This design comes from an exercise in tuning for small area on the open sky130 flow, not from production work. Only simulation tests tie the RTL to the original design; equivalence was not proved. The flow treats the clock pin as an ideal source, which a real chip does not have. Power is estimated from default activity; no workload was simulated.

==> design.v <==
`timescale 1ns / 1ps
module Top(CLK, RST, BUTTON_U, BUTTON_L, BUTTON_R, BUTTON_D, RESET_10, RESET_205, an, sseg, dp, LED);
input CLK, RST, BUTTON_U, BUTTON_L, BUTTON_R, BUTTON_D, RESET_10, RESET_205;
output [3:0] an;
output [6:0] sseg;
output dp;
output reg LED;
localparam [3:0] J0 = 4'b0000, J1 = 4'b0001, J2 = 4'b0011, J5 = 4'b1000, J9 = 4'b1100;
function [2:0] li; input [2:0] l; li = {l[1:0], ~(l[2] | l[1])}; endfunction     
function [2:0] ld; input [2:0] l; ld = {~(l[0] | l[1]), l[2:1]}; endfunction     
function wu; input [3:0] x; wu = x[2] & ~x[1]; endfunction                      
function wd; input [3:0] x; wd = ~x[2] & ~x[0]; endfunction                     
function [3:0] dm; input [3:0] x; dm = {x[3] ^ wd(x), ld(x[2:0])}; endfunction              
function [3:0] p1; input [3:0] x; p1 = {x[3] ^ wu(x), li(x[2:0])}; endfunction              
function [3:0] p2; input [3:0] x; p2 = {x[3] ^ x[2], li(li(x[2:0]))}; endfunction           
function [3:0] p5; input [3:0] x; p5 = {~x[3], x[2:0]}; endfunction                         
function [3:0] p6; input [3:0] x; p6 = {~(x[3] ^ wu(x)), li(x[2:0])}; endfunction           
function [3:0] p8; input [3:0] x; p8 = {x[3] ^ (~x[2] & ~x[1]), ld(ld(x[2:0]))}; endfunction  
function isz; input [3:0] x; isz = ~x[3] & wd(x); endfunction
function is9; input [3:0] x; is9 = x[3] & wu(x); endfunction
function ge2; input [3:0] x; ge2 = x[3] | x[2] | x[1]; endfunction
function ge4; input [3:0] x; ge4 = x[3] | wu(x); endfunction
function ge8; input [3:0] x; ge8 = x[3] & x[2]; endfunction
function lt2; input [3:0] x; lt2 = ~x[3] & ~x[2] & ~x[1]; endfunction
function [6:0] seg; input [3:0] x;
    begin
        seg[0] = (~x[1] & ~x[2] & ~x[3]) | (x[1] & ~x[2] & x[3]);
        seg[1] = (x[0] & ~x[3]) | (x[1] & ~x[3]) | (x[1] & ~x[2]);
        seg[2] = (x[0] & ~x[1] & ~x[3]) | (x[2] & ~x[3]) | (~x[0] & ~x[1] & x[3]) | (x[1] & ~x[2] & x[3]);
        seg[3] = (x[0] & ~x[1] & ~x[3]) | (~x[1] & x[2] & ~x[3]) | (x[1] & ~x[2] & x[3]);
        seg[4] = (x[1] & ~x[2] & ~x[3]);
        seg[5] = (~x[1] & ~x[2] & x[3]);
        seg[6] = (x[0] & ~x[1] & ~x[3]) | (~x[1] & x[2] & ~x[3]);
    end
endfunction
reg [4:0] u;    
reg [4:0] v;    
wire vfb  = (~v[2] & ~v[3] & ~v[4]) | (v[0] & v[1] & ~v[3] & ~v[4]) | (v[3] & v[4]) | (~v[0] & ~v[1] & v[4]);
wire v5   = v[0] & ~v[1] & (~v[2] | v[4]);         
wire v0   = ~v[1] & ~v[2] & ~v[3] & ~v[4];         
wire v1   = v[0] & v[1] & ~v[2] & ~v[4];           
wire samp = u[0] & v5;
wire tick = (u[2:0] == 3'd1) & v1;
wire madv = (u[1:0] == 2'd2) & v0;
reg [3:0] f1, f2, tq;
wire [3:0] p = f2 & ~tq;    
wire pu = p[3];
wire pl = p[2] & ~p[3];
wire pr = p[1] & ~p[2] & ~p[3];
wire pd = p[0] & ~p[1] & ~p[2] & ~p[3];
reg [3:0] d0, d1, d2, d3;
reg [1:0] m;
wire z0 = isz(d0), z1 = isz(d1), z2 = isz(d2), z3 = isz(d3);
wire zero = z0 & z1 & z2 & z3;
wire c1 = pu & is9(d1) | pl & ge2(d1) | pd & d1[3];
wire h1 = pu & c1 | pl & ~c1;
wire h2 = pl & c1 | pr;
wire h5 = pd & ~c1;
wire h6 = pd & c1;
wire c2 = h1 & is9(d2) | h2 & ge8(d2) | h5 & d2[3] | h6 & ge4(d2);
wire sat = c2 & is9(d3);
wire [3:0] a1 = pu ? p1(d1) : pl ? p8(d1) : pd ? p5(d1) : d1;
wire [3:0] a2 = h1 ? p1(d2) : h2 ? p2(d2) : h5 ? p5(d2) : h6 ? p6(d2) : d2;
wire [3:0] a3 = c2 ? p1(d3) : d3;
wire dec0 = tick & ~RESET_10 & ~RESET_205 & ~zero;
wire dec1 = dec0 & z0, dec2 = dec1 & z1, dec3 = dec2 & z2;
always @(posedge CLK) begin
    if (RST) begin
        u <= 5'd4; v <= 5'd1; f1 <= 0; f2 <= 0;
        d0 <= J0; d1 <= J0; d2 <= J0; d3 <= J0; LED <= 0; m <= 0;
    end else begin
        u <= u + 1'b1;
        v <= {v[3:0], vfb};
        if (samp) begin f1 <= {BUTTON_U, BUTTON_L, BUTTON_R, BUTTON_D}; f2 <= f1; end
        if (madv) m <= m + 1'b1;
        if (RESET_10 | RESET_205) LED <= 1;
        if (tick) begin
            if (dec0) d0 <= dm(d0);
            if (dec1) d1 <= dm(d1);
            if (dec2) d2 <= dm(d2);
            if (dec3) d3 <= dm(d3);
        end else if (RESET_10) begin d3 <= J0; d2 <= J0; d1 <= J1; d0 <= J0; end
        else if (RESET_205) begin d3 <= J0; d2 <= J2; d1 <= J0; d0 <= J5; end
        else if (sat) begin d3 <= J9; d2 <= J9; d1 <= J9; d0 <= J9; end
        else begin d1 <= a1; d2 <= a2; d3 <= a3; end
    end
end
always @(posedge CLK) tq <= f2;
wire lt200 = z3 & lt2(d2);
wire blank = zero ? m[0] : (lt200 & m[1]);
wire [1:0] k = u[4:3];
reg [3:0] dig;
always @(*) begin
    case (k)
        2'd0: dig = d0;
        2'd1: dig = d1;
        2'd2: dig = d2;
        default: dig = d3;
    endcase
end
assign sseg = blank ? 7'b1111111 : seg(dig);
assign an = ~(4'b0001 << k);
assign dp = 1'b1;
endmodule
==> flow/run.sh <==
#!/bin/bash
# Own layout flow: the standard flow (standard.sh) with two changes:
#  - Yosys's ABC technology mapping uses the area-oriented script flow/abc_area.script
#    instead of ORFS's (which maps for delay, then buffers and upsizes);
#  - the port buffers are sky130_fd_sc_hd__buf_1 cells.
# Synthesis is otherwise synth_recipe.tcl unchanged, so the registers and their names are
# the standard synthesis's. Each tool's log: orfs/logs/..., make's output: flow_standard.log.
set -euo pipefail
W=$(pwd)
{
  head -n 1 synth_recipe.tcl
  echo "proc abc {args} { set i [lsearch -exact \$args -script]; if {\$i >= 0} { lset args [expr {\$i + 1}] $W/flow/abc_area.script }; yosys abc {*}\$args }"
  tail -n +2 synth_recipe.tcl
} > flow_synth.tcl
sed "s#$W/synth_recipe.tcl#$W/flow_synth.tcl#g" standard.sh > flow_standard.sh
grep -q flow_synth.tcl flow_standard.sh
export BUFFER_PORTS_ARGS="-buffer_cell sky130_fd_sc_hd__buf_1"
bash flow_standard.sh > flow_standard.log 2>&1
==> flow/abc_area.script <==
strash
dch
amap
topo
==> standard.sh <==
#!/bin/bash
# synth_recipe.tcl (not shown) runs the flow's synth.tcl, then flattens the netlist and writes it again
# the make line also repeats each setting of config.mk as NAME=value (left out here)
make -C /OpenROAD-flow-scripts/flow DESIGN_CONFIG=/design/flow/config.mk WORK_HOME=/design/flow/orfs CLKGATE_MAP_FILE= SYNTH_SCRIPT=/design/flow/synth_recipe.tcl "${@:-finish}"
==> config.mk <==
export PLATFORM = sky130hd
export DESIGN_NAME = Top
export DESIGN_NICKNAME = Top
export VERILOG_FILES = /design/flow/design.v
export SDC_FILE = /design/flow/constraint.sdc
export NUM_CORES = 4
export LEC_CHECK = 0
export ABC_AREA = 1
export CAP_MARGIN = 20
export CORE_MARGIN = 2
export CORE_UTILIZATION = 65
export CTS_BUF_LIST = sky130_fd_sc_hd__clkbuf_8
export CTS_CLUSTER_DIAMETER = 500
export CTS_CLUSTER_SIZE = 50
export PLACE_DENSITY = 0.8
export SLEW_MARGIN = 20
==> constraint.sdc <==
create_clock -name core_clock -period 15.0 [get_ports {CLK}]
set_input_delay 3.0000 -clock core_clock [delete_from_list [all_inputs] [get_ports {CLK}]]
set_output_delay 3.0000 -clock core_clock [all_outputs]
set_load 0.01 [all_outputs]
==> results.py, run 1 <==
metrics = {
    "finish": {
        "insertedDiodeCount": 0,
        "multiInputGateArea_mm2": 0.001226,
        "drive_gt1_frac": 0.02500,
        "final_common_cell": "nor2_1",
        "fillers": 286,
        "final_cell_mix": "nor2_1 (59), clkinv_1 (44), dfxtp_1 (41), o21ai_0 (23), buf_1 (19)",
        "syn_to_final_growth_pct": 9.752,
        "seq_area_um2": 820.8,
        "layout.nets": 340,
    },
    "clocking": {
        "cts_resized": 0,
        "cts_buffers": 5,
        "cts_max_level": 2,
        "ctsRootBufferMaster": "clkbuf_8",
        "cts_setup_buffers": 0,
        "clkTransAtPathRegs_ns": 0.08,
        "tritoncts": "built",
        "worst_skew_pair.late_latency_ns": 0.29,
        "cts.sinks": 41,
        "hold_buffers": 0,
        "clockBufferDepth": 2,
    },
    "global_route": {
        "grt_overflow": 0,
        "antenna_found_initial": 0,
        "grt_pass1_wl_um": 8797,
        "grt_max_degree": 33,
        "grt_pass1_vias": 2065,
        "grt_use_total": 0.2799,
    },
    "worst_setup_path": {
        "critPathArrivalTime_ns": 2.62,
        "cp-end-kind": "output port",
        "cp-start-kind": "flop",
        "cp_slowest_cell": "dfxtp_1",
        "path_buf_inv": 3,
        "cp_cell_sequence": "clkinv_1 > ha_1 > and2_0 > nand3_1 > clkinv_1 > o22ai_1 > nor2_1 > a21oi_1 > o21a_1 > or2_0 > buf_1",
        "worstPathRequired_ns": 12.00,
        "crit_path_max_incr_delay_ns": 0.39,
        "cpMostUsedCell": "clkinv_1",
        "path_max_fanout": 6,
        "critPathKind": "reg -> out",
        "crit_family": "compound AO/OA/AOI/OAI gates",
    },
    "sta": {
        "hold_viol_final": 0,
        "relSlewSlack": 0.4735,
        "layout_setup_ws_ns": 9.376,
        "setup_viol": 0,
        "fin_skew_ns": 0.005944,
        "rsz0062_at_grt": "false",
        "worstMarginPinSlew_ns": 0.7815,
        "setup-tns-final_ns": 0,
        "min_period_ns": 5.624,
        "slew_viol_final": 0,
        "fmax_mhz": 177.8,
        "timing.final.crit_share": 0.3749,
    },
    "drt": {
        "ant_nets": 0,
        "totalWireLength_um": 5066,
        "drt_iter0_drc": 243,
        "vias": 2171,
        "route.detailed.drc": 0,
        "first_pass_iters": 5,
        "avgRoutedWirePerCell_um": 13.84,
        "routed_via_density": 5.932,
    },
    "yosys": {
        "synth_area_leaders": "dfxtp_1 (37%), nor2_1 (10%), clkinv_1 (7.4%), ha_1 (7.3%), o21ai_0 (5.2%)",
        "synth_area_leader_cell": "dfxtp_1",
        "synth-compound-area-share": 0.2869,
        "syn_area_mm2": 0.002220,
        "synthAdderAreaFrac": 0.07328,
        "synth_cell_types": 35,
        "syn_nets": 314,
        "synthXorXnorAreaFrac": 0,
        "syn_avg_cell_area_um2": 7.576,
        "synth_seq_area_share": 0.3698,
        "synth_cells": 293,
        "synth_top_family_by_area": "compound AO/OA/AOI/OAI gates",
        "synth_simple_gate_area_frac": 0.1905,
        "synth.top_cell.area_share": 0.3698,
        "synth-warning-count": 1,
        "synth_seq_cells": 41,
        "synth_mux_area_frac": 0,
    },
    "pwr": {
        "vdd_drop_max_mv": 0.07103,
        "pwr_density_cell_mw_per_mm2": 92.32,
        "finalPower_mw": 0.2249,
        "leakagePower_nw": 0.8853,
    },
    "hold_path": {
        "hp-class": "reg -> reg",
    },
    "die": {
        "die_h_um": 62.44,
        "num_io_pins": 21,
        "start_util": 0.6704,
        "core-area_mm2": 0.003311,
        "die_x_um": 62.44,
        "dieArea_mm2": 0.003898,
        "core.rowCount": 21,
    },
    "placed_design": {
        "port_buffers": 19,
        "dp_slack_ns": 9.698,
        "hpwl_um": 3872,
        "gp_congestion": 0.9264,
    },
    "flow_run": {
        "maxCapViolCount": 0,
    },
    "status": {
        "status": "no timing/DRC/antenna violations",
    },
}
==> power by group <==
group | total [mW] | switching (mW) | internal, mW
Combinational | 0.0369 | 0.0234 | 0.0136
Clock | 0.0702 | 0.0381 | 0.0321
Sequential | 0.118 | 0.00414 | 0.114
Total | 0.225 | 0.0657 | 0.159
==> cell usage after synthesis <==
master,instances
nand2_1,13
o22a_1,1
nor2b_1,5
a22oi_1,14
o21bai_1,1
o221ai_1,3
a31oi_1,4
o21ai_0,23
a21oi_1,15
a221oi_1,5
ha_1,13
and2_0,1
o221a_1,3
nand3_1,3
buf_4,1
nor2_1,59
nand4_1,2
o2111ai_1,1
o22ai_1,8
o211ai_1,1
nand3b_1,1
a311oi_1,1
nand2b_1,1
nor3_1,6
a211o_1,1
a22o_1,1
or2_0,6
dfxtp_1,41
clkinv_1,44
or3_1,1
a211oi_1,7
a41oi_1,1
conb_1,1
o21a_1,1
o32ai_1,4
==> stage by stage <==
stage | hold slack (ns) | util | cells | instance area (µm²)
final | 0.3685 | 0.7358 | 366 | 2436
after global routing | 0.3838 | 0.7358 | 366 | 2436
after CTS | 0.3731 | 0.7358 | 366 | 2436
after detailed placement | 0.3627 | 0.7094 | 358 | 2349
after global placement | 0.3579 | 0.7094 | 358 | 2349
after floorplan | 0.3442 | - | 293 | 2220
==> state kept, by name, summed over array words and instances, names as in the netlist <==
signal  cells
d3          4
tq          4
d1          4
u           5
d2          4
f2          4
f1          4
v           5
m           2
LED         1
d0          4
==> layout make-up <==
type / instances / share of cell area
sequential: 41 / 0.3369
clock buffer: 5 / 0.02825
multi-input combinational: 207 / 0.5033
tap: 46 / 0.02363
clock inverter: 3 / 0.007704
inverter: 44 / 0.06780
timing repair buffer: 20 / 0.03236
==> metal layers <==
| layer | vias to the layer above | track usage | routed length, µm | part of all wire |
|---|---|---|---|---|
| met5 | - | 0 | 0 | 0 |
| met1 | 951 | 0.3372 | 2239 | 0.44 |
| met3 | 21 | 0.07207 | 346 | 0.068 |
| met4 | 0 | 0.1333 | 150 | 0.030 |
| li1 | 1094 | - | - | - |
| met2 | 105 | 0.4664 | 2329 | 0.46 |
==> cells by family (layout without fill, tap and decap cells) <==
logic type,Yosys count,count (layout)
other,1,1
adder cells (fa/ha/maj),13,13
AO/OA/AOI/OAI,95,95
AND/OR/NAND/NOR,98,98
flip-flops,41,41
buffers and inverters,45,72
==> final timing paths <==
check,startpoint,endpoint,cells after the start,slack (ns)
max,d1[3],sseg[3],11,9.38
min,f2[2],tq[2],0,0.37
max reg2reg,f2[1],d1[3],18,11.08
min reg2reg,f2[2],tq[2],0,0.37
==> run 2: changes to the inputs <==
--- a/config.mk
+++ b/config.mk
@@ -8,9 +8,9 @@
 export ABC_AREA = 1
 export CAP_MARGIN = 20
 export CORE_MARGIN = 2
-export CORE_UTILIZATION = 65
+export CORE_UTILIZATION = 40
 export CTS_BUF_LIST = sky130_fd_sc_hd__clkbuf_8
 export CTS_CLUSTER_DIAMETER = 500
 export CTS_CLUSTER_SIZE = 50
-export PLACE_DENSITY = 0.8
+export PLACE_DENSITY = 0.6
 export SLEW_MARGIN = 20
==> results.py, run 2 <==
metrics = {
    "status": {
        "status": "no timing/DRC/antenna violations",
    },
    "sta": {
        "relSlewSlack": 0.4587,
        "min_period_ns": 5.600,
        "fmax_mhz": 178.6,
        "rsz0062_at_grt": "false",
        "setup_viol": 0,
        "timing.final.crit_share": 0.3733,
        "hold_viol_final": 0,
        "setup-tns-final_ns": 0,
        "fin_skew_ns": 0.006516,
        "worstMarginPinSlew_ns": 0.8034,
        "slew_viol_final": 0,
        "layout_setup_ws_ns": 9.400,
        "hold_ws_ns": 0.3702,
    },
    "global_route": {
        "grt_max_degree": 33,
        "grt_overflow": 0,
        "grt_pass1_wl_um": 8859,
        "gr-usage-met3": 0.03678,
        "grt.busiest_layer": "met2",
        "grtUsageMet2": 0.2991,
        "grt_use_total": 0.1800,
        "grt_use_met1": 0.2297,
        "antenna_found_initial": 0,
        "grt_pass1_vias": 1955,
    },
    "yosys": {
        "synth_top_family_by_area": "compound AO/OA/AOI/OAI gates",
        "synth_seq_area_share": 0.3698,
        "syn_nets": 314,
        "syn_area_mm2": 0.002220,
        "synth_area_leader_cell": "dfxtp_1",
        "synth_cells": 293,
        "synth_ff_type": "dfxtp_1",
        "synthXorXnorAreaFrac": 0,
        "synth-async-reset-ratio": 0,
        "synth_edf_count": 0,
        "yosysMostFrequentCell": "nor2_1",
        "synth_simple_gate_area_frac": 0.1905,
        "syn_avg_cell_area_um2": 7.576,
        "synth-warning-count": 1,
        "synthAdderAreaFrac": 0.07328,
        "synth_common_cells": "nor2_1 (59), clkinv_1 (44), dfxtp_1 (41)",
        "synth_mux_area_frac": 0,
        "synth_seq_cells": 41,
        "synth_cell_types": 35,
        "synth.top_cell.area_share": 0.3698,
        "synth-compound-area-share": 0.2869,
        "synth_area_leaders": "dfxtp_1 (37%), nor2_1 (10%), clkinv_1 (7.4%), ha_1 (7.3%), o21ai_0 (5.2%)",
    },
    "pwr": {
        "leakagePower_nw": 0.9012,
        "pwr_density_cell_mw_per_mm2": 99.10,
        "vdd_drop_max_mv": 0.05431,
    },
    "worst_setup_path": {
        "worstPathRequired_ns": 12.00,
        "cp-start-kind": "flop",
        "path_max_fanout": 6,
        "critPathKind": "reg -> out",
        "cp-end-kind": "output port",
        "critPathArrivalTime_ns": 2.60,
        "r2r_start": "tq[1]",
        "reg2reg_to": "d1[3]",
        "r2r_slack_ns": 11.01,
        "ff2ff_path_depth": 16,
    },
    "placed_design": {
        "place_inst": 384,
        "port_buffers": 19,
        "gp_congestion": 0.9121,
        "dp_slack_ns": 9.595,
        "hpwl_um": 3983,
    },
    "finish": {
        "seq_area_um2": 820.8,
        "stdcell_count": 392,
        "syn_to_final_growth_pct": 12.68,
        "layout.nets": 340,
        "top_regs": "u x5, v x5",
        "final_cell_mix": "nor2_1 (59), clkinv_1 (44), dfxtp_1 (41), o21ai_0 (23), buf_1 (19)",
        "multiInputGateArea_mm2": 0.001226,
        "fillers": 551,
        "drive_gt1_frac": 0.02813,
        "final_common_cell": "nor2_1",
        "insertedDiodeCount": 0,
    },
    "die": {
        "num_io_pins": 21,
        "die_h_um": 78.49,
        "core.rowCount": 27,
        "core-area_mm2": 0.005439,
        "dieArea_mm2": 0.006161,
        "start_util": 0.4081,
        "die_x_um": 78.49,
    },
    "drt": {
        "vias": 2136,
        "ant_nets": 0,
        "first_pass_iters": 4,
        "routed_via_density": 5.449,
        "drt_iter0_drc": 223,
        "avgRoutedWirePerCell_um": 13.32,
        "totalWireLength_um": 5222,
        "route.detailed.drc": 0,
    },
    "clocking": {
        "worst_skew_pair.late_latency_ns": 0.29,
        "cts_max_level": 2,
        "clkTransAtPathRegs_ns": 0.08,
        "cts_buffers": 5,
        "cts_resized": 0,
        "tritoncts": "built",
        "clockBufferDepth": 2,
        "hold_buffers": 0,
        "cts_setup_buffers": 0,
        "ctsRootBufferMaster": "clkbuf_8",
        "cts.sinks": 41,
    },
    "flow_run": {
        "maxCapViolCount": 0,
    },
    "hold_path": {
        "hold_depth": 0,
        "worstHoldStart": "f2[3]",
        "hold_end": "tq[3]",
        "hp-class": "reg -> reg",
    },
}
==> run 2: changes by cell type in the layout (fill, tap and decap cells not counted) <==
| cell | delta |
|---|---|
| bufinv_16 | +1 |
| clkinvlp_4 | -1 |
| clkbuf_8 | +1 |
| inv_1 | -1 |
==> run 2: critical path, stage by stage, from the launching register on <==
cell and delay (ns):
dfxtp_1 0.39, clkinv_1 0.20, ha_1 0.25, and2_0 0.17, nand3_1 0.11, clkinv_1 0.09
o22ai_1 0.39, nor2_1 0.11, a21oi_1 0.20, o21a_1 0.17, or2_0 0.10, buf_1 0.15
==> run 2: routing by layer <==
| metal | up-vias | share of wire |
|---|---|---|
| met2 | 65 | 0.47 |
| li1 | 1097 | - |
| met3 | 14 | 0.045 |
| met4 | 0 | 0.025 |
| met1 | 960 | 0.46 |
| met5 | - | 0 |
==> run 2: area by class of cell <==
class,instances,share of cell area
flip-flops and latches,41,0.3282
repair buffers,20,0.03152
clock buffers,6,0.03302
inverters,44,0.06603
well taps,72,0.03602
multi-input cells,207,0.4902
clock inverters,2,0.01501
==> run 2: worst max path at each step <==
stage | start | end | slack [ns] | depth (start not counted)
CTS | d2[3] | sseg[3] | 9.37 | 11
detailed placement | RESET_205 | d1[3] | 9.60 | 10
global route | d2[3] | sseg[3] | 9.12 | 11
floorplan | d2[3] | sseg[3] | 10.05 | 10
finish | d2[3] | sseg[3] | 9.40 | 11
global placement | RESET_205 | d1[3] | 9.76 | 10
==> run 2: power breakdown <==
part           switching (mW)  leakage, nW  total, mW  internal [mW]
Clock                  0.0397       0.0574     0.0938         0.0541
Combinational          0.0229        0.509     0.0364         0.0135
Sequential            0.00407        0.335      0.118          0.114
==> run 2: kinds of logic (layout without fill, tap and decap cells) <==
logic type      after synthesis  count (layout)
compound gates               95              95
fa+ha+maj                    13              13
other cells                   1               1
simple gates                 98              98
buf+inv                      45              72
flops                        41              41
==> run 2: stage by stage <==
stage / power [mW] / area [µm²] / utilization
4_1_cts: 0.2496 / 2501 / 0.4599
2_1_floorplan: 0.1455 / 2220 / -
6_report: 0.2479 / 2501 / 0.4599
5_1_grt: 0.2608 / 2501 / 0.4599
3_5_place_dp: 0.1565 / 2381 / 0.4378
3_3_place_gp: 0.1565 / 2381 / 0.4378
==> run 3: changes to the inputs <==
--- a/design.v
+++ b/design.v
@@ -59,31 +59,39 @@
 wire h6 = pd & c1;
 wire c2 = h1 & is9(d2) | h2 & ge8(d2) | h5 & d2[3] | h6 & ge4(d2);
 wire sat = c2 & is9(d3);
-wire [3:0] a1 = pu ? p1(d1) : pl ? p8(d1) : pd ? p5(d1) : d1;
-wire [3:0] a2 = h1 ? p1(d2) : h2 ? p2(d2) : h5 ? p5(d2) : h6 ? p6(d2) : d2;
-wire [3:0] a3 = c2 ? p1(d3) : d3;
+wire ld10 = ~tick & RESET_10;                 
+wire ld205 = ~tick & ~RESET_10 & RESET_205;   
 wire dec0 = tick & ~RESET_10 & ~RESET_205 & ~zero;
 wire dec1 = dec0 & z0, dec2 = dec1 & z1, dec3 = dec2 & z2;
+wire nold = ~RST & ~ld10 & ~ld205;             
+wire s9 = nold & sat;                           
+wire add = nold & ~sat;                         
+wire k0 = nold & ~sat & ~dec0;
+wire e0 = ~RST & dec0;
+wire k1 = nold & ~sat & ~dec1 & ~pu & ~pl & ~pd;
+wire e1 = ~RST & dec1;
+wire u1 = add & pu, l1 = add & pl, q1 = add & pd;
+wire k2 = nold & ~sat & ~dec2 & ~h1 & ~h2 & ~h5 & ~h6;
+wire e2 = ~RST & dec2;
+wire g1 = add & h1, g2 = add & h2, g5 = add & h5, g6 = add & h6;
+wire k3 = nold & ~sat & ~dec3 & ~c2;
+wire e3 = ~RST & dec3;
+wire g3 = add & c2;
+wire r10 = ~RST & ld10, r205 = ~RST & ld205;
 always @(posedge CLK) begin
     if (RST) begin
-        u <= 5'd4; v <= 5'd1; f1 <= 0; f2 <= 0;
-        d0 <= J0; d1 <= J0; d2 <= J0; d3 <= J0; LED <= 0; m <= 0;
+        u <= 5'd4; v <= 5'd1; f1 <= 0; f2 <= 0; LED <= 0; m <= 0;
     end else begin
         u <= u + 1'b1;
         v <= {v[3:0], vfb};
         if (samp) begin f1 <= {BUTTON_U, BUTTON_L, BUTTON_R, BUTTON_D}; f2 <= f1; end
         if (madv) m <= m + 1'b1;
         if (RESET_10 | RESET_205) LED <= 1;
-        if (tick) begin
-            if (dec0) d0 <= dm(d0);
-            if (dec1) d1 <= dm(d1);
-            if (dec2) d2 <= dm(d2);
-            if (dec3) d3 <= dm(d3);
-        end else if (RESET_10) begin d3 <= J0; d2 <= J0; d1 <= J1; d0 <= J0; end
-        else if (RESET_205) begin d3 <= J0; d2 <= J2; d1 <= J0; d0 <= J5; end
-        else if (sat) begin d3 <= J9; d2 <= J9; d1 <= J9; d0 <= J9; end
-        else begin d1 <= a1; d2 <= a2; d3 <= a3; end
     end
+    d0 <= {4{k0}} & d0 | {4{e0}} & dm(d0) | {4{r205}} & J5 | {4{s9}} & J9;
+    d1 <= {4{k1}} & d1 | {4{e1}} & dm(d1) | {4{u1}} & p1(d1) | {4{l1}} & p8(d1) | {4{q1}} & p5(d1) | {4{r10}} & J1 | {4{s9}} & J9;
+    d2 <= {4{k2}} & d2 | {4{e2}} & dm(d2) | {4{g1}} & p1(d2) | {4{g2}} & p2(d2) | {4{g5}} & p5(d2) | {4{g6}} & p6(d2) | {4{r205}} & J2 | {4{s9}} & J9;
+    d3 <= {4{k3}} & d3 | {4{e3}} & dm(d3) | {4{g3}} & p1(d3) | {4{s9}} & J9;
 end
 always @(posedge CLK) tq <= f2;
 wire lt200 = z3 & lt2(d2);
==> flow/run.sh (replaced) <==
#!/bin/bash
# Own layout flow: the standard flow (standard.sh) with these changes:
#  - synthesis is synth_recipe.tcl with Yosys's extract_fa pass skipped and ABC mapping with the
#    script flow/abc_area.script (ABC's &deepsyn AIG optimisation for a fixed time, then
#    area-oriented mapping); registers and their names are unchanged;
#  - the port buffers are sky130_fd_sc_hd__buf_1 cells;
#  - CTS without dummy loads, then flow/post_cts.tcl downsizes clock buffers while the
#    estimated clock slew at the flip-flops stays small.
# Logs: make's output in flow_standard.log, each ORFS step's in orfs/logs/.
set -euo pipefail
W=$(pwd)
{
  head -n 1 synth_recipe.tcl
  echo 'proc extract_fa {args} {}'
  echo "proc abc {args} { set i [lsearch -exact \$args -script]; if {\$i >= 0} { lset args [expr {\$i + 1}] $W/flow/abc_area.script }; yosys abc {*}\$args }"
  tail -n +2 synth_recipe.tcl
} > flow_synth.tcl
sed "s#$W/synth_recipe.tcl#$W/flow_synth.tcl#g" standard.sh > flow_standard.sh
grep -q flow_synth.tcl flow_standard.sh
export BUFFER_PORTS_ARGS="-buffer_cell sky130_fd_sc_hd__buf_1"
export CTS_ARGS="-sink_clustering_enable -repair_clock_nets -sink_clustering_size 50 -sink_clustering_max_diameter 500 -buf_list sky130_fd_sc_hd__clkbuf_8 -dont_use_dummy_load"
export POST_CTS_TCL=$W/flow/post_cts.tcl
bash flow_standard.sh > flow_standard.log 2>&1
==> flow/abc_area.script (replaced) <==
strash
&get -n
&deepsyn -T 150
&put
dch
amap
topo
==> flow/post_cts.tcl (new file) <==
# Post-CTS: downsize each clock buffer that TritonCTS inserted to the smallest
# clkbuf whose estimated clock slew at every flip-flop stays under 0.10 ns.
proc my_worst_clk_slew {} {
  estimate_parasitics -placement
  set w 0.0
  foreach pin [get_pins -hierarchical */CLK] {
    set s [get_property $pin slew_max]
    if { $s > $w } { set w $s }
  }
  return $w
}
set target 0.10
set db [ord::get_db]
set block [ord::get_db_block]
set sizes {sky130_fd_sc_hd__clkbuf_1 sky130_fd_sc_hd__clkbuf_2 sky130_fd_sc_hd__clkbuf_4 sky130_fd_sc_hd__clkbuf_8 sky130_fd_sc_hd__clkbuf_16}
set bufs {}
foreach inst [$block getInsts] {
  if { [string match "sky130_fd_sc_hd__clkbuf_*" [[$inst getMaster] getName]] && [string match "clkbuf_*" [$inst getName]] } {
    lappend bufs $inst
  }
}
puts "clock buffer sizing: start worst slew [my_worst_clk_slew]"
foreach inst $bufs {
  set orig [[$inst getMaster] getName]
  foreach m $sizes {
    if { $m eq $orig } { break }
    $inst swapMaster [$db findMaster $m]
    if { [my_worst_clk_slew] <= $target } { break }
    $inst swapMaster [$db findMaster $orig]
  }
  puts "clock buffer sizing: [$inst getName] $orig -> [[$inst getMaster] getName]"
}
puts "clock buffer sizing: end worst slew [my_worst_clk_slew]"
detailed_placement
check_placement
==> config.mk (replaced) <==
export PLATFORM = sky130hd
export DESIGN_NAME = Top
export DESIGN_NICKNAME = Top
export VERILOG_FILES = /design/flow/design.v
export SDC_FILE = /design/flow/constraint.sdc
export NUM_CORES = 4
export LEC_CHECK = 0
export ABC_AREA = 1
export CAP_MARGIN = 20
export CORE_MARGIN = 2
export CORE_UTILIZATION = 85
export PLACE_DENSITY = 0.92
export SLEW_MARGIN = 20
==> results.py, run 3 <==
metrics = {
    "yosys": {
        "synth-async-reset-ratio": 0,
        "synth-warning-count": 1,
        "synth_cells": 270,
        "syn_nets": 278,
        "synthAdderAreaFrac": 0,
        "synth-compound-area-share": 0.2279,
        "syn_avg_cell_area_um2": 7.178,
        "synth_ff_type": "dfxtp_1",
        "synth_top_family_by_area": "simple AND/OR/NAND/NOR gates",
        "synthXorXnorAreaFrac": 0,
        "synth_common_cells": "clkinv_1 (53), nor2_1 (53), dfxtp_1 (41)",
        "synth_seq_area_share": 0.4235,
        "synth_area_leader_cell": "dfxtp_1",
        "synth_mux_area_frac": 0,
        "synth_cell_types": 33,
        "synth_area_leaders": "dfxtp_1 (42%), clkinv_1 (10%), nor2_1 (10%), o22ai_1 (5.8%), nand2_1 (5.0%)",
        "synth_edf_count": 0,
        "synth_seq_cells": 41,
        "synth_simple_gate_area_frac": 0.2402,
        "synth.top_cell.area_share": 0.4235,
        "syn_area_mm2": 0.001938,
    },
    "status": {
        "haltStage": "3_1_place_gp_skip_io",
        "status": "did not finish",
        "error": "[ERROR GPL-0301] Utilization 102.858 % exceeds 100%.",
    },
    "die": {
        "die_h_um": 51.75,
        "core.rowCount": 17,
        "die_x_um": 51.75,
        "start_util": 0.8846,
    },
}
==> run 3: cell types whose count changed after synthesis, moves of 9 or more <==
cell,previous run,this run
ha_1,13,0
a21oi_1,15,6
nand2_1,13,26
o21ai_0,23,12
o22ai_1,8,18
clkinv_1,44,53
a22oi_1,14,0
==> run 3: cell families after synthesis <==
kind of cell | Yosys count
buffers and inverters | 54
AO/OA/AOI/OAI | 66
AND/OR/NAND/NOR | 108
other | 1
flip-flops | 41
==> run 4: changes to the inputs <==
--- a/flow/run.sh
+++ b/flow/run.sh
@@ -1,8 +1,7 @@
 #!/bin/bash
 # Own layout flow: the standard flow (standard.sh) with these changes:
 #  - synthesis is synth_recipe.tcl with Yosys's extract_fa pass skipped and ABC mapping with the
-#    script flow/abc_area.script (ABC's &deepsyn AIG optimisation for a fixed time, then
-#    area-oriented mapping); registers and their names are unchanged;
+#    area-oriented script flow/abc_area.script (registers and their names are unchanged);
 #  - the port buffers are sky130_fd_sc_hd__buf_1 cells;
 #  - CTS without dummy loads, then flow/post_cts.tcl downsizes clock buffers while the
 #    estimated clock slew at the flip-flops stays small.
==> flow/abc_area.script (replaced) <==
strash
dch
amap
topo
--- a/flow/post_cts.tcl
+++ b/flow/post_cts.tcl
@@ -1,5 +1,5 @@
 # Post-CTS: downsize each clock buffer that TritonCTS inserted to the smallest
-# clkbuf whose estimated clock slew at every flip-flop stays under 0.10 ns.
+# clkbuf whose estimated clock slew at every flip-flop stays under CLK_SLEW_TARGET (ns).
 proc my_worst_clk_slew {} {
   estimate_parasitics -placement
   set w 0.0
--- a/config.mk
+++ b/config.mk
@@ -8,6 +8,6 @@
 export ABC_AREA = 1
 export CAP_MARGIN = 20
 export CORE_MARGIN = 2
-export CORE_UTILIZATION = 85
-export PLACE_DENSITY = 0.92
+export CORE_UTILIZATION = 65
+export PLACE_DENSITY = 0.8
 export SLEW_MARGIN = 20
==> results.py, run 4 <==
metrics = {
    "status": {
        "status": "no timing/DRC/antenna violations",
    },
    "die": {
        "core-area_mm2": 0.003053,
        "core.rowCount": 20,
        "die_h_um": 60.80,
        "start_util": 0.6869,
        "dieArea_mm2": 0.003697,
        "num_io_pins": 21,
        "die_x_um": 60.80,
    },
    "placed_design": {
        "port_buffers": 19,
        "dp_slack_ns": 9.464,
        "gp_congestion": 1.004,
        "hpwl_um": 3815,
    },
    "finish": {
        "syn_to_final_growth_pct": 8.174,
        "final_common_cell": "nor2_1",
        "drive_gt1_frac": 0.01294,
        "fillers": 254,
        "seq_area_um2": 820.8,
        "top_regs": "u x5, v x5",
        "layout.nets": 319,
        "insertedDiodeCount": 0,
        "multiInputGateArea_mm2": 0.001111,
        "final_cell_mix": "nor2_1 (65), clkinv_1 (42), dfxtp_1 (41), nand2_1 (20), buf_1 (19)",
    },
    "worst_setup_path": {
        "worstPathRequired_ns": 12.00,
        "cp-start-kind": "flop",
        "path_max_fanout": 6,
        "critPathKind": "reg -> out",
        "cp-end-kind": "output port",
        "critPathArrivalTime_ns": 2.92,
    },
    "pwr": {
        "pwr_density_cell_mw_per_mm2": 82.56,
        "leakagePower_nw": 0.7746,
        "switching_share": 0.2568,
        "vdd_drop_max_mv": 0.08710,
        "seqPwrFrac": 0.609,
        "power.switching_mw": 0.04809,
        "intPower_mw": 0.1392,
        "combPwrFrac": 0.095,
        "clkPwrFrac": 0.296,
    },
    "global_route": {
        "grt_max_degree": 23,
        "grt_pass1_vias": 1957,
        "grt_use_total": 0.2850,
        "grt_pass1_wl_um": 8004,
        "grt_overflow": 0,
        "antenna_found_initial": 0,
    },
    "sta": {
        "setup_viol": 0,
        "fin_skew_ns": 0.03620,
        "slew_viol_final": 0,
        "hold_viol_final": 0,
        "relSlewSlack": 0.4146,
        "worstMarginPinSlew_ns": 0.8780,
        "setup-tns-final_ns": 0,
        "rsz0062_at_grt": "false",
        "timing.final.crit_share": 0.3949,
        "min_period_ns": 5.924,
        "layout_setup_ws_ns": 9.076,
        "hold_ws_ns": 0.3707,
        "fmax_mhz": 168.8,
    },
    "yosys": {
        "syn_avg_cell_area_um2": 7.332,
        "synth_cells": 286,
        "synth_area_leader_cell": "dfxtp_1",
        "synth_common_cells": "nor2_1 (65), clkinv_1 (42), dfxtp_1 (41)",
        "synth_area_leaders": "dfxtp_1 (39%), nor2_1 (12%), clkinv_1 (7.5%), o221ai_1 (3.8%), nand2_1 (3.6%)",
        "synth-async-reset-ratio": 0,
        "synth_edf_count": 0,
        "syn_area_mm2": 0.002097,
        "synth_cell_types": 34,
        "syn_nets": 294,
        "synth_seq_cells": 41,
        "synth-warning-count": 1,
        "yosysMostFrequentCell": "nor2_1",
        "synth_ff_type": "dfxtp_1",
        "synth.top_cell.area_share": 0.3914,
        "synth_seq_area_share": 0.3914,
    },
    "clocking": {
        "tritoncts": "built",
        "cts.sinks": 41,
        "worst_skew_pair.late_latency_ns": 0.49,
        "clkTransAtPathRegs_ns": 0.10,
    },
    "drt": {
        "routed_via_density": 6.119,
        "ant_nets": 0,
        "drt_iter0_drc": 313,
        "avgRoutedWirePerCell_um": 14.14,
        "vias": 2160,
        "totalWireLength_um": 4990,
        "route.detailed.drc": 0,
        "first_pass_iters": 5,
    },
    "hold_path": {
        "hp-class": "reg -> reg",
    },
    "flow_run": {
        "maxCapViolCount": 0,
    },
}
## run 4: cell types whose count changed after synthesis, moves of 3 or more
cell       delta
o32ai_1       +3
nand2_1       -6
nor4_1        -4
o221ai_1      +7
or2_0         +3
o211ai_1      -3
nand4_1       +3
o2111ai_1     +6
clkinv_1     -11
a31oi_1       -4
or3_1         +5
nor2_1       +12
o22ai_1      -13
a22oi_1       +8
## run 4: area by class of cell
type	count	share of cell area
Multi-Input combinational cell	202	0.4898
Tap cell	44	0.02427
Timing Repair Buffer	19	0.03144
Sequential cell	41	0.3618
Clock buffer	5	0.02317
Inverter	42	0.06950
## run 4: metal layers
metal	part of all wire	wire length (µm)	vias to the layer above	global-route usage
li1	-	-	1075	-
met1	0.42	2077	965	0.3443
met2	0.47	2358	101	0.4777
met3	0.085	425	19	0.07036
met4	0.026	128	0	0.1304
met5	0	0	-	0
## run 4: power groups by stage
stage          Combinational, mW  Clock (mW)  Sequential [mW]
6_report                  0.0178      0.0554            0.114
5_1_grt                   0.0200      0.0591            0.114
3_5_place_dp              0.0175           0            0.117
3_3_place_gp              0.0172           0            0.116
2_1_floorplan             0.0123           0            0.116
## run 4: path summary, 6_finish.rpt
check        start       to  slack (ns)  cells after the start
max reg2reg  f2[1]    d2[3]       11.36                     16
min          f2[1]    tq[1]        0.37                      0
min reg2reg  f2[1]    tq[1]        0.37                      0
max          d2[3]  sseg[2]        9.08                      8
## run 4: worst max-delay path, cell delays in order (launching register included)
cell and delay, ns:
dfxtp_1 0.39, nor2_1 0.25, nand4_1 0.19, nor3_1 0.33
clkinv_1 0.18, o21ai_0 0.52, nor2_1 0.18, o221ai_1 0.22
buf_1 0.17
## run 4: cells by family (layout without fill, tap and decap cells)
logic type / after synthesis / count (layout) / share of synthesized area
AO/OA/AOI/OAI: 76 / 76 / 0.2619
AND/OR/NAND/NOR: 125 / 125 / 0.2661
flip-flops: 41 / 41 / 0.3914
buffers and inverters: 43 / 66 / 0.07876
other: 1 / 1 / 0.001788
## run 4: stage by stage
stage	utilization	std cells	area (µm²)	power, mW
2_1_floorplan	-	286	2097	0.1284
3_3_place_gp	0.7258	348	2216	0.1337
3_5_place_dp	0.7258	348	2216	0.1341
5_1_grt	0.7430	353	2268	0.1934
6_report	0.7430	353	2268	0.1873
==> run 5: changes to the inputs <==
--- a/design.v
+++ b/design.v
@@ -42,12 +42,13 @@
 wire samp = u[0] & v5;
 wire tick = (u[2:0] == 3'd1) & v1;
 wire madv = (u[1:0] == 2'd2) & v0;
-reg [3:0] f1, f2, tq;
-wire [3:0] p = f2 & ~tq;    
-wire pu = p[3];
-wire pl = p[2] & ~p[3];
-wire pr = p[1] & ~p[2] & ~p[3];
-wire pd = p[0] & ~p[1] & ~p[2] & ~p[3];
+reg [3:0] f1, f2;           
+reg [2:0] sel;
+wire [3:0] r = f1 & ~f2;     
+wire pu = sel[2];
+wire pl = sel[1] & ~sel[0];
+wire pr = ~sel[1] & sel[0];
+wire pd = sel[1] & sel[0];
 reg [3:0] d0, d1, d2, d3;
 reg [1:0] m;
 wire z0 = isz(d0), z1 = isz(d1), z2 = isz(d2), z3 = isz(d3);
@@ -80,11 +81,12 @@
 wire r10 = ~RST & ld10, r205 = ~RST & ld205;
 always @(posedge CLK) begin
     if (RST) begin
-        u <= 5'd4; v <= 5'd1; f1 <= 0; f2 <= 0; LED <= 0; m <= 0;
+        u <= 5'd4; v <= 5'd1; f1 <= 0; f2 <= 0; sel <= 0; LED <= 0; m <= 0;
     end else begin
         u <= u + 1'b1;
         v <= {v[3:0], vfb};
         if (samp) begin f1 <= {BUTTON_U, BUTTON_L, BUTTON_R, BUTTON_D}; f2 <= f1; end
+        sel <= samp ? {r[3], ~r[3] & (r[2] | ~r[1] & r[0]), ~r[3] & ~r[2] & (r[1] | r[0])} : 3'b000;
         if (madv) m <= m + 1'b1;
         if (RESET_10 | RESET_205) LED <= 1;
     end
@@ -93,7 +95,6 @@
     d2 <= {4{k2}} & d2 | {4{e2}} & dm(d2) | {4{g1}} & p1(d2) | {4{g2}} & p2(d2) | {4{g5}} & p5(d2) | {4{g6}} & p6(d2) | {4{r205}} & J2 | {4{s9}} & J9;
     d3 <= {4{k3}} & d3 | {4{e3}} & dm(d3) | {4{g3}} & p1(d3) | {4{s9}} & J9;
 end
-always @(posedge CLK) tq <= f2;
 wire lt200 = z3 & lt2(d2);
 wire blank = zero ? m[0] : (lt200 & m[1]);
 wire [1:0] k = u[4:3];
--- a/flow/run.sh
+++ b/flow/run.sh
@@ -1,7 +1,8 @@
 #!/bin/bash
 # Own layout flow: the standard flow (standard.sh) with these changes:
 #  - synthesis is synth_recipe.tcl with Yosys's extract_fa pass skipped and ABC mapping with the
-#    area-oriented script flow/abc_area.script (registers and their names are unchanged);
+#    script flow/abc_area.script (ABC's &deepsyn AIG optimisation for a fixed time, then
+#    area-oriented mapping); registers and their names are unchanged;
 #  - the port buffers are sky130_fd_sc_hd__buf_1 cells;
 #  - CTS without dummy loads, then flow/post_cts.tcl downsizes clock buffers while the
 #    estimated clock slew at the flip-flops stays small.
==> flow/abc_area.script (replaced) <==
strash
&get -n
&deepsyn -T 150
&put
dch
amap
topo
--- a/flow/post_cts.tcl
+++ b/flow/post_cts.tcl
@@ -1,5 +1,5 @@
 # Post-CTS: downsize each clock buffer that TritonCTS inserted to the smallest
-# clkbuf whose estimated clock slew at every flip-flop stays under CLK_SLEW_TARGET (ns).
+# clkbuf whose estimated clock slew at every flip-flop stays under 0.10 ns.
 proc my_worst_clk_slew {} {
   estimate_parasitics -placement
   set w 0.0
--- a/config.mk
+++ b/config.mk
@@ -7,7 +7,7 @@
 export LEC_CHECK = 0
 export ABC_AREA = 1
 export CAP_MARGIN = 20
-export CORE_MARGIN = 2
-export CORE_UTILIZATION = 65
+export CORE_AREA = 2.3 2.72 59.34 58.48
+export DIE_AREA = 0 0 61.5 61.5
 export PLACE_DENSITY = 0.8
 export SLEW_MARGIN = 20
==> results.py, run 5 <==
metrics = {
    "drt": {
        "vias": 2013,
        "drt_iter0_drc": 257,
        "totalWireLength_um": 4615,
        "routed_via_density": 5.686,
        "ant_nets": 0,
        "first_pass_iters": 4,
        "route.detailed.drc": 0,
        "avgRoutedWirePerCell_um": 13.04,
    },
    "pwr": {
        "seqPwrFrac": 0.622,
        "pwr_density_cell_mw_per_mm2": 82.83,
        "vdd_drop_max_mv": 0.08230,
        "switching_share": 0.2521,
        "finalPower_mw": 0.1793,
        "leakagePower_nw": 0.7763,
        "clkPwrFrac": 0.280,
        "intPower_mw": 0.1341,
        "power.switching_mw": 0.04520,
        "combPwrFrac": 0.099,
    },
    "yosys": {
        "synth_area_leaders": "dfxtp_1 (40%), nor2_1 (10%), clkinv_1 (9.0%), nand2_1 (6.0%), o21ai_0 (5.3%)",
        "syn_area_mm2": 0.001999,
        "synthXorXnorAreaFrac": 0,
        "synth_simple_gate_area_frac": 0.2753,
        "syn_avg_cell_area_um2": 6.967,
        "synth-warning-count": 1,
        "synth_seq_cells": 40,
        "synth_cell_types": 32,
        "synth_mux_area_frac": 0,
        "synth_seq_area_share": 0.4005,
        "syn_nets": 295,
        "synth_cells": 287,
        "yosysMostFrequentCell": "nor2_1",
        "synth_edf_count": 0,
        "synth_top_family_by_area": "simple AND/OR/NAND/NOR gates",
        "synth-async-reset-ratio": 0,
        "synth-compound-area-share": 0.2284,
        "synth_ff_type": "dfxtp_1",
        "synth_area_leader_cell": "dfxtp_1",
        "synth.top_cell.area_share": 0.4005,
        "synth_common_cells": "nor2_1 (54), clkinv_1 (48), dfxtp_1 (40)",
        "synthAdderAreaFrac": 0,
    },
    "clocking": {
        "tritoncts": "built",
        "worst_skew_pair.late_latency_ns": 0.53,
        "cts.sinks": 40,
        "clkTransAtPathRegs_ns": 0.09,
    },
    "placed_design": {
        "hpwl_um": 3550,
        "port_buffers": 19,
        "gp_congestion": 0.9853,
        "place_area_mm2": 0.002118,
        "dp_slack_ns": 9.186,
        "place_inst": 349,
    },
    "die": {
        "core.rowCount": 20,
        "die_x_um": 61.50,
        "die_h_um": 61.50,
        "start_util": 0.6444,
        "dieArea_mm2": 0.003782,
        "num_io_pins": 21,
        "core-area_mm2": 0.003103,
    },
    "finish": {
        "final_cell_mix": "nor2_1 (54), clkinv_1 (48), dfxtp_1 (40), nand2_1 (32), o21ai_0 (21)",
        "drive_gt1_frac": 0.01290,
        "stdcell_count": 354,
        "syn_to_final_growth_pct": 8.261,
        "insertedDiodeCount": 0,
        "top_regs": "u x5, v x5",
        "final_common_cell": "nor2_1",
        "layout.nets": 320,
        "final_area_mm2": 0.002165,
    },
    "hold_path": {
        "hp-class": "reg -> reg",
        "hold_depth": 1,
    },
    "sta": {
        "setup-tns-final_ns": 0,
        "hold_viol_final": 0,
        "setup_viol": 0,
        "rsz0062_at_grt": "false",
        "slew_viol_final": 0,
        "worstMarginPinSlew_ns": 0.8916,
        "min_period_ns": 5.694,
        "relSlewSlack": 0.3978,
        "timing.final.crit_share": 0.3796,
        "fin_skew_ns": 0.03253,
        "layout_setup_ws_ns": 9.306,
        "fmax_mhz": 175.6,
    },
    "worst_setup_path": {
        "critPathArrivalTime_ns": 2.69,
        "cp-start-kind": "flop",
        "ff2ff_path_depth": 17,
        "worstPathRequired_ns": 12.00,
        "critPathKind": "reg -> out",
        "cp-end-kind": "output port",
        "path_max_fanout": 6,
    },
    "global_route": {
        "grt_overflow": 0,
        "grt_use_total": 0.2739,
        "grt_pass1_wl_um": 7548,
        "grt_max_degree": 17,
        "antenna_found_initial": 0,
        "grt_pass1_vias": 1747,
    },
    "status": {
        "status": "no timing/DRC/antenna violations",
    },
    "flow_run": {
        "maxCapViolCount": 0,
    },
}
==> run 5: per-stage QoR <==
step / hold WS [ns] / util
final: 0.4265 / 0.6976
after detailed placement: 0.4172 / 0.6827
after floorplan: 0.3998 / -
after global placement: 0.4151 / 0.6827
after global routing: 0.4405 / 0.6976
==> run 5: routing by layer <==
layer	up-vias	GRT usage	wire (µm)
li1	1038	-	-
met1	904	0.3333	2068
met2	59	0.4617	2231
met3	12	0.06933	229
met4	0	0.1094	86
met5	-	0	0
==> run 5: critical path: stages (launching register included) <==
cell and delay (ns):
dfxtp_1 0.41, clkinv_1 0.20, nand3_1 0.17, nor4_1 0.08, o41ai_1 0.82, or3_1 0.24
a211o_1 0.10, buf_1 0.15
==> run 5: kinds of logic (layout without fill, tap and decap cells) <==
kind of cell,count (synthesis),count (layout)
AND/OR/NAND/NOR,127,127
AO/OA/AOI/OAI,70,70
buffers and inverters,49,72
flip-flops,40,40
other,1,1
==> run 5: cell type report <==
class	count	area, µm²
sequential	40	800.8
tap	44	55.05
clock buffer	5	46.29
inverter	48	180.2
multi-input combinational	198	1011
timing repair buffer	19	71.32
fill	306	938.4
==> run 5: final timing paths <==
path              slack, ns      end  startpoint
setup / recovery       9.31  sseg[2]       d1[3]
hold / removal         0.43   sel[2]       f2[3]
setup reg to reg      11.25    d2[2]       d1[2]
hold reg to reg        0.43   sel[2]       f2[3]
==> run 5: power by group through the flow <==
stage | registers (mW) | logic [mW] | clock network [mW]
after floorplan | 0.113 | 0.0125 | 0
final | 0.111 | 0.0177 | 0.0501
after global routing | 0.112 | 0.0205 | 0.0565
after detailed placement | 0.114 | 0.0175 | 0
after global placement | 0.114 | 0.0174 | 0
==> run 6: changes to the inputs <==
--- a/flow/run.sh
+++ b/flow/run.sh
@@ -2,7 +2,7 @@
 # Own layout flow: the standard flow (standard.sh) with these changes:
 #  - synthesis is synth_recipe.tcl with Yosys's extract_fa pass skipped and ABC mapping with the
 #    script flow/abc_area.script (ABC's &deepsyn AIG optimisation for a fixed time, then
-#    area-oriented mapping); registers and their names are unchanged;
+#    area-oriented mapping with &nf); registers and their names are unchanged;
 #  - the port buffers are sky130_fd_sc_hd__buf_1 cells;
 #  - CTS without dummy loads, then flow/post_cts.tcl downsizes clock buffers while the
 #    estimated clock slew at the flip-flops stays small.
==> flow/abc_area.script (replaced) <==
strash
&get -n
&deepsyn -T 300
&dch -f
&nf -R 1000
&put
topo
==> results.py, run 6 <==
metrics = {
    "sta": {
        "timing.final.crit_share": 0.3747,
        "hold_viol_final": 0,
        "worstMarginPinSlew_ns": 0.5757,
        "relSlewSlack": 0.6162,
        "min_period_ns": 5.620,
        "rsz0062_at_grt": "false",
        "fmax_mhz": 177.9,
        "fin_skew_ns": 0.007070,
        "slew_viol_final": 0,
        "setup-tns-final_ns": 0,
        "setup_viol": 0,
    },
    "yosys": {
        "synth_cells": 240,
        "syn_nets": 248,
        "synth_simple_gate_area_frac": 0.2977,
        "synth.top_cell.area_share": 0.4116,
        "synth_ff_type": "dfxtp_1",
        "synth-warning-count": 1,
        "synth_common_cells": "dfxtp_1 (40), nand2_1 (30), nor2_1 (28)",
        "syn_area_mm2": 0.001946,
        "synth-async-reset-ratio": 0,
        "synth_cell_types": 39,
        "syn_avg_cell_area_um2": 8.107,
        "synth_edf_count": 0,
        "synth_area_leader_cell": "dfxtp_1",
        "synth-compound-area-share": 0.2457,
        "synthXorXnorAreaFrac": 0.004502,
        "synth_seq_area_share": 0.4116,
        "synth_mux_area_frac": 0.02315,
        "synthAdderAreaFrac": 0,
        "synth_seq_cells": 40,
        "synth_area_leaders": "dfxtp_1 (41%), nand2_1 (5.8%), nor2_1 (5.4%), o21ai_0 (4.6%), a22o_1 (4.5%)",
        "synth_top_family_by_area": "simple AND/OR/NAND/NOR gates",
        "yosysMostFrequentCell": "dfxtp_1",
    },
    "pwr": {
        "finalPower_mw": 0.1917,
        "vdd_drop_max_mv": 0.06299,
        "leakagePower_nw": 0.7609,
        "pwr_density_cell_mw_per_mm2": 90.31,
    },
    "status": {
        "status": "no timing/DRC/antenna violations",
    },
    "worst_setup_path": {
        "path_max_fanout": 10,
        "critPathArrivalTime_ns": 2.62,
        "crit_family": "simple AND/OR/NAND/NOR gates",
        "critPathKind": "reg -> out",
        "cp-start-kind": "flop",
        "cp_slowest_cell": "dfxtp_1",
        "worstPathRequired_ns": 12.00,
        "crit_path_max_incr_delay_ns": 0.42,
        "cp_cell_sequence": "nor3_1 > nand4b_1 > o211ai_1 > nand2_1 > or2_0 > a211o_1 > buf_1",
        "cp-end-kind": "output port",
        "path_buf_inv": 1,
    },
    "finish": {
        "insertedDiodeCount": 0,
        "syn_to_final_growth_pct": 9.132,
        "final_common_cell": "dfxtp_1",
        "final_area_mm2": 0.002123,
        "layout.nets": 273,
        "top_regs": "u x5, v x5",
        "final_cell_mix": "dfxtp_1 (40), nand2_1 (30), nor2_1 (28), buf_1 (19), o21ai_0 (18)",
        "drive_gt1_frac": 0.02281,
        "fillers": 274,
    },
    "drt": {
        "totalWireLength_um": 4233,
        "drt_iter0_drc": 211,
        "first_pass_iters": 6,
        "vias": 1883,
        "route.detailed.drc": 0,
        "routed_via_density": 6.134,
        "avgRoutedWirePerCell_um": 13.79,
        "ant_nets": 0,
    },
    "global_route": {
        "grt_overflow": 0,
        "grt_use_total": 0.2508,
        "antenna_found_initial": 0,
        "grt_pass1_vias": 1677,
        "grt_pass1_wl_um": 7127,
        "grt_max_degree": 16,
    },
    "die": {
        "start_util": 0.6270,
        "die_h_um": 61.50,
        "die_x_um": 61.50,
        "num_io_pins": 21,
        "dieArea_mm2": 0.003782,
        "core-area_mm2": 0.003103,
        "core.rowCount": 20,
    },
    "placed_design": {
        "gp_congestion": 0.9674,
        "place_area_mm2": 0.002064,
        "hpwl_um": 2988,
        "port_buffers": 19,
    },
    "hold_path": {
        "hp-class": "reg -> reg",
    },
    "clocking": {
        "clkTransAtPathRegs_ns": 0.07,
        "worst_skew_pair.late_latency_ns": 0.50,
        "tritoncts": "built",
        "cts.sinks": 40,
    },
    "flow_run": {
        "maxCapViolCount": 0,
    },
}
[run 6: cells by family after synthesis]
family                 Yosys count
AND/OR/NAND/NOR                118
multiplexers                     2
buffers and inverters            7
other                            1
AO/OA/AOI/OAI                   71
flip-flops                      40
XOR/XNOR                         1
[run 6: layout make-up]
cell class	count	area, µm²	share of cell area
clock buffers	5	58.81	0.02770
inverters	6	22.52	0.01061
multi-input cells	193	1115	0.5250
flip-flops and latches	40	800.8	0.3771
well taps	44	55.05	0.02593
repair buffers	19	71.32	0.03359
[run 6: path summary, 6_finish.rpt]
| check | startpoint | end | slack [ns] | cells after the start |
|---|---|---|---|---|
| setup / recovery | d1[3] | sseg[2] | 9.38 | 7 |
| hold / removal | f2[3] | sel[2] | 0.43 | 1 |
| setup reg to reg | sel[1] | d2[2] | 11.39 | 14 |
| hold reg to reg | f2[3] | sel[2] | 0.43 | 1 |
[run 6: stage by stage]
stage | util | hold WS, ns | cells | worst slack (ns)
after floorplan | - | 0.4080 | 240 | 9.833
after global placement | 0.6653 | 0.4214 | 302 | 9.289
after detailed placement | 0.6653 | 0.4243 | 302 | 9.222
after global routing | 0.6843 | 0.4603 | 307 | 9.137
final | 0.6843 | 0.4313 | 307 | 9.380
[run 6: worst reg2reg max path, stage by stage, from the launching register on]
cell and delay [ns]:
dfxtp_1 0.43, and2_0 0.36, nand3_1 0.12, nor2_1 0.17, nor2_1 0.07, o221ai_1 0.16
clkinv_1 0.14, a21oi_1 0.42, o21ai_0 0.17, or4_1 0.58, nand2_1 0.28, nor3_1 0.12
nand2_1 0.09, o311ai_0 0.12, a221o_1 0.27
[run 6: per-layer routing]
metal	vias up	global-route usage	wire [µm]
li1	949	-	-
met1	835	0.3281	1983
met2	93	0.4030	1868
met3	6	0.04622	330
met4	0	0.1125	51
met5	-	0	0
[run 6: report_power, final]
| group | switching, mW | internal [mW] | total [mW] |
|---|---|---|---|
| logic | 0.0124 | 0.00854 | 0.0210 |
| registers | 0.00399 | 0.109 | 0.113 |
| clock network | 0.0329 | 0.0244 | 0.0573 |
==> run 7: changes to the inputs <==
--- a/design.v
+++ b/design.v
@@ -42,9 +42,9 @@
 wire samp = u[0] & v5;
 wire tick = (u[2:0] == 3'd1) & v1;
 wire madv = (u[1:0] == 2'd2) & v0;
-reg [3:0] f1, f2;           
-reg [2:0] sel;
-wire [3:0] r = f1 & ~f2;     
+reg [3:0] f1;               
+reg [2:0] pend, sel;
+wire [3:0] r = {BUTTON_U, BUTTON_L, BUTTON_R, BUTTON_D} & ~f1;
 wire pu = sel[2];
 wire pl = sel[1] & ~sel[0];
 wire pr = ~sel[1] & sel[0];
@@ -81,12 +81,15 @@
 wire r10 = ~RST & ld10, r205 = ~RST & ld205;
 always @(posedge CLK) begin
     if (RST) begin
-        u <= 5'd4; v <= 5'd1; f1 <= 0; f2 <= 0; sel <= 0; LED <= 0; m <= 0;
+        u <= 5'd4; v <= 5'd1; f1 <= 0; pend <= 0; sel <= 0; LED <= 0; m <= 0;
     end else begin
         u <= u + 1'b1;
         v <= {v[3:0], vfb};
-        if (samp) begin f1 <= {BUTTON_U, BUTTON_L, BUTTON_R, BUTTON_D}; f2 <= f1; end
-        sel <= samp ? {r[3], ~r[3] & (r[2] | ~r[1] & r[0]), ~r[3] & ~r[2] & (r[1] | r[0])} : 3'b000;
+        if (samp) begin
+            f1 <= {BUTTON_U, BUTTON_L, BUTTON_R, BUTTON_D};
+            pend <= {r[3], ~r[3] & (r[2] | ~r[1] & r[0]), ~r[3] & ~r[2] & (r[1] | r[0])};
+        end
+        sel <= samp ? pend : 3'b000;
         if (madv) m <= m + 1'b1;
         if (RESET_10 | RESET_205) LED <= 1;
     end
==> results.py, run 7 <==
metrics = {
    "yosys": {
        "synth_area_leader_cell": "dfxtp_1",
        "syn_nets": 249,
        "synth_common_cells": "dfxtp_1 (39), nor2_1 (27), a21oi_1 (22)",
        "syn_avg_cell_area_um2": 8.016,
        "synth_ff_type": "dfxtp_1",
        "synth_seq_cells": 39,
        "yosysMostFrequentCell": "dfxtp_1",
        "synth-async-reset-ratio": 0,
        "syn_area_mm2": 0.001932,
        "synth_area_leaders": "dfxtp_1 (40%), a21oi_1 (5.7%), nor2_1 (5.2%), o21ai_0 (4.4%), a22o_1 (4.1%)",
        "synth.top_cell.area_share": 0.4041,
        "synth_cell_types": 41,
        "synth-warning-count": 1,
        "synth_seq_area_share": 0.4041,
        "synth_cells": 241,
        "synth_edf_count": 0,
    },
    "drt": {
        "routed_via_density": 6.227,
        "ant_nets": 0,
        "totalWireLength_um": 4322,
        "drt_iter0_drc": 247,
        "avgRoutedWirePerCell_um": 14.03,
        "route.detailed.drc": 0,
        "vias": 1918,
        "first_pass_iters": 7,
    },
    "worst_setup_path": {
        "worstPathRequired_ns": 12.00,
        "cp_slowest_cell": "dfxtp_1",
        "r2r_slack_ns": 11.35,
        "critPathArrivalTime_ns": 2.50,
        "cp-end-kind": "output port",
        "r2r_start": "d1[2]",
        "path_max_fanout": 10,
        "critPathKind": "reg -> out",
        "startpoint": "u[3]",
        "reg2reg_to": "d1[0]",
        "crit_family": "simple AND/OR/NAND/NOR gates",
        "ff2ff_path_depth": 13,
        "cp_cell_sequence": "or2_0 > o22ai_1 > nor3_1 > nand2_1 > o21a_1 > o21ai_0 > buf_1",
        "path_buf_inv": 1,
        "cp-start-kind": "flop",
        "crit_path_max_incr_delay_ns": 0.49,
    },
    "sta": {
        "setup-tns-final_ns": 0,
        "setup_viol": 0,
        "worstMarginPinSlew_ns": 0.7782,
        "rsz0062_at_grt": "false",
        "fin_skew_ns": 0.01951,
        "timing.final.crit_share": 0.3667,
        "relSlewSlack": 0.4812,
        "min_period_ns": 5.500,
        "slew_viol_final": 0,
        "hold_viol_final": 0,
        "fmax_mhz": 181.8,
    },
    "hold_path": {
        "hold_end": "pend[0]",
        "worstHoldStart": "pend[0]",
        "hold_depth": 1,
        "hp-class": "reg -> reg",
    },
    "die": {
        "core-area_mm2": 0.003103,
        "num_io_pins": 21,
        "core.rowCount": 20,
        "start_util": 0.6226,
        "dieArea_mm2": 0.003782,
        "die_x_um": 61.50,
        "die_h_um": 61.50,
    },
    "status": {
        "status": "no timing/DRC/antenna violations",
    },
    "global_route": {
        "grt_use_total": 0.2519,
        "grt_pass1_vias": 1640,
        "grt_max_degree": 20,
        "grt_pass1_wl_um": 7065,
        "antenna_found_initial": 0,
        "grt_overflow": 0,
    },
    "finish": {
        "top_regs": "u x5, v x5",
        "insertedDiodeCount": 0,
        "fillers": 282,
        "final_common_cell": "dfxtp_1",
        "layout.nets": 274,
        "syn_to_final_growth_pct": 8.743,
        "final_cell_mix": "dfxtp_1 (39), nor2_1 (27), a21oi_1 (22), nand2_1 (19), buf_1 (19)",
        "seq_area_um2": 780.7,
        "drive_gt1_frac": 0.01515,
        "multiInputGateArea_mm2": 0.001110,
    },
    "pwr": {
        "leakagePower_nw": 0.7568,
        "pwr_density_cell_mw_per_mm2": 86.63,
        "power.switching_mw": 0.04703,
        "seqPwrFrac": 0.609,
        "combPwrFrac": 0.108,
        "intPower_mw": 0.1350,
        "switching_share": 0.2584,
        "clkPwrFrac": 0.283,
        "finalPower_mw": 0.1820,
        "vdd_drop_max_mv": 0.07970,
    },
    "clocking": {
        "worst_skew_pair.late_latency_ns": 0.52,
        "cts.sinks": 39,
        "tritoncts": "built",
        "clkTransAtPathRegs_ns": 0.08,
    },
    "placed_design": {
        "hpwl_um": 3148,
        "port_buffers": 19,
        "gp_congestion": 0.9234,
    },
    "flow_run": {
        "maxCapViolCount": 0,
    },
}
==> run 7: worst max-delay path by stage <==
stage                     depth (start not counted)  slack [ns]      end
after floorplan                                   7       10.26    d1[0]
after global placement                            7       10.01    d3[2]
after detailed placement                          7        9.93    d3[2]
after global routing                              7        9.35  sseg[1]
final                                             7        9.50  sseg[0]
==> run 7: final cells by class <==
| class | instances | area share |
|---|---|---|
| multi-input cells | 192 | 0.5283 |
| clock buffers | 5 | 0.02382 |
| flip-flops and latches | 39 | 0.3717 |
| well taps | 44 | 0.02621 |
| repair buffers | 19 | 0.03395 |
| inverters | 9 | 0.01608 |
==> run 7: kinds of logic (layout without fill, tap and decap cells) <==
kind of cell,count (synthesis),count (layout),share of synthesized area
and+or+nand+nor,105,105,0.2727
AOI/OAI and AO/OA,85,85,0.2953
DFF,39,39,0.4041
buffers and inverters,10,33,0.02137
other,1,1,0.001941
xor gates and xnor gates,1,1,0.004535
==> run 7: power by group through the flow <==
| stage | logic (mW) | clock network [mW] | registers (mW) |
|---|---|---|---|
| finish | 0.0196 | 0.0516 | 0.111 |
| detailed placement | 0.0194 | 0 | 0.113 |
| global placement | 0.0192 | 0 | 0.113 |
| floorplan | 0.0137 | 0 | 0.112 |
| global route | 0.0222 | 0.0568 | 0.111 |
==> run 7: stage by stage <==
step | std cells | setup WS, ns | cell area, µm² | utilization | hold slack (ns)
after global routing | 308 | 9.347 | 2101 | 0.6770 | 0.4902
after floorplan | 241 | 10.26 | 1932 | - | 0.4314
final | 308 | 9.500 | 2101 | 0.6770 | 0.4713
after global placement | 303 | 10.01 | 2051 | 0.6609 | 0.4440
after detailed placement | 303 | 9.930 | 2051 | 0.6609 | 0.4479
==> run 7: metal layers <==
metal / vias to the layer above / wire length [µm] / global-route usage
met3: 13 / 209 / 0.06723
met5: - / 0 / 0
li1: 965 / - / -
met4: 0 / 118 / 0.1185
met2: 65 / 2014 / 0.3955
met1: 875 / 1979 / 0.3221
==> run 7: worst reg2reg max path: cells and delay by family, from the launching register on <==
kind | cells | cell delay [ns]
compound gates | 5 | 1.16
flops | 1 | 0.40
buf+inv | 1 | 0.18
simple gates | 7 | 1.76

==> port drivers added, routing unchanged <==
In the flow no input, the clock included, has a driving cell. The finished layouts below were timed again as built, in two steps.
Step 1 (the two cells are an assumption about what drives the block):
set clk [get_ports {CLK}]
set_driving_cell -lib_cell sky130_fd_sc_hd__clkbuf_16 $clk
set_driving_cell -lib_cell sky130_fd_sc_hd__buf_2 [delete_from_list [all_inputs] $clk]
Step 2 also shifts input and output timing later by t, the mid clock arrival at the registers, as if the neighbouring blocks saw the same clock.
a / b / c = ideal ports / drivers / drivers and shift; a / b = the first two.
| run | shift t [ns] | slack for setup (ns) | hold WS [ns] |
|---|---|---|---|
| run 1 | 0.316 | 9.376 / 9.350 / 9.558 | 0.368 / 0.368 / 0.368 |
| run 2 | 0.317 | 9.400 / 9.371 / 9.519 | 0.370 / 0.370 / 0.370 |
| run 4 | 0.498 | 9.076 / 9.053 / 9.386 | 0.371 / 0.371 / 0.371 |
| run 5 | 0.534 | 9.306 / 9.283 / 9.148 | 0.427 / 0.427 / 0.427 |
| run 6 | 0.526 | 9.380 / 9.355 / 9.140 | 0.431 / 0.431 / 0.431 |
| run 7 | 0.532 | 9.500 / 9.478 / 9.890 | 0.471 / 0.471 / 0.471 |
After both steps setup and hold are still met in every run listed. For run 6, which loses most, drivers alone change the setup slack by -0.025 ns; drivers and shift together by -0.240 ns.
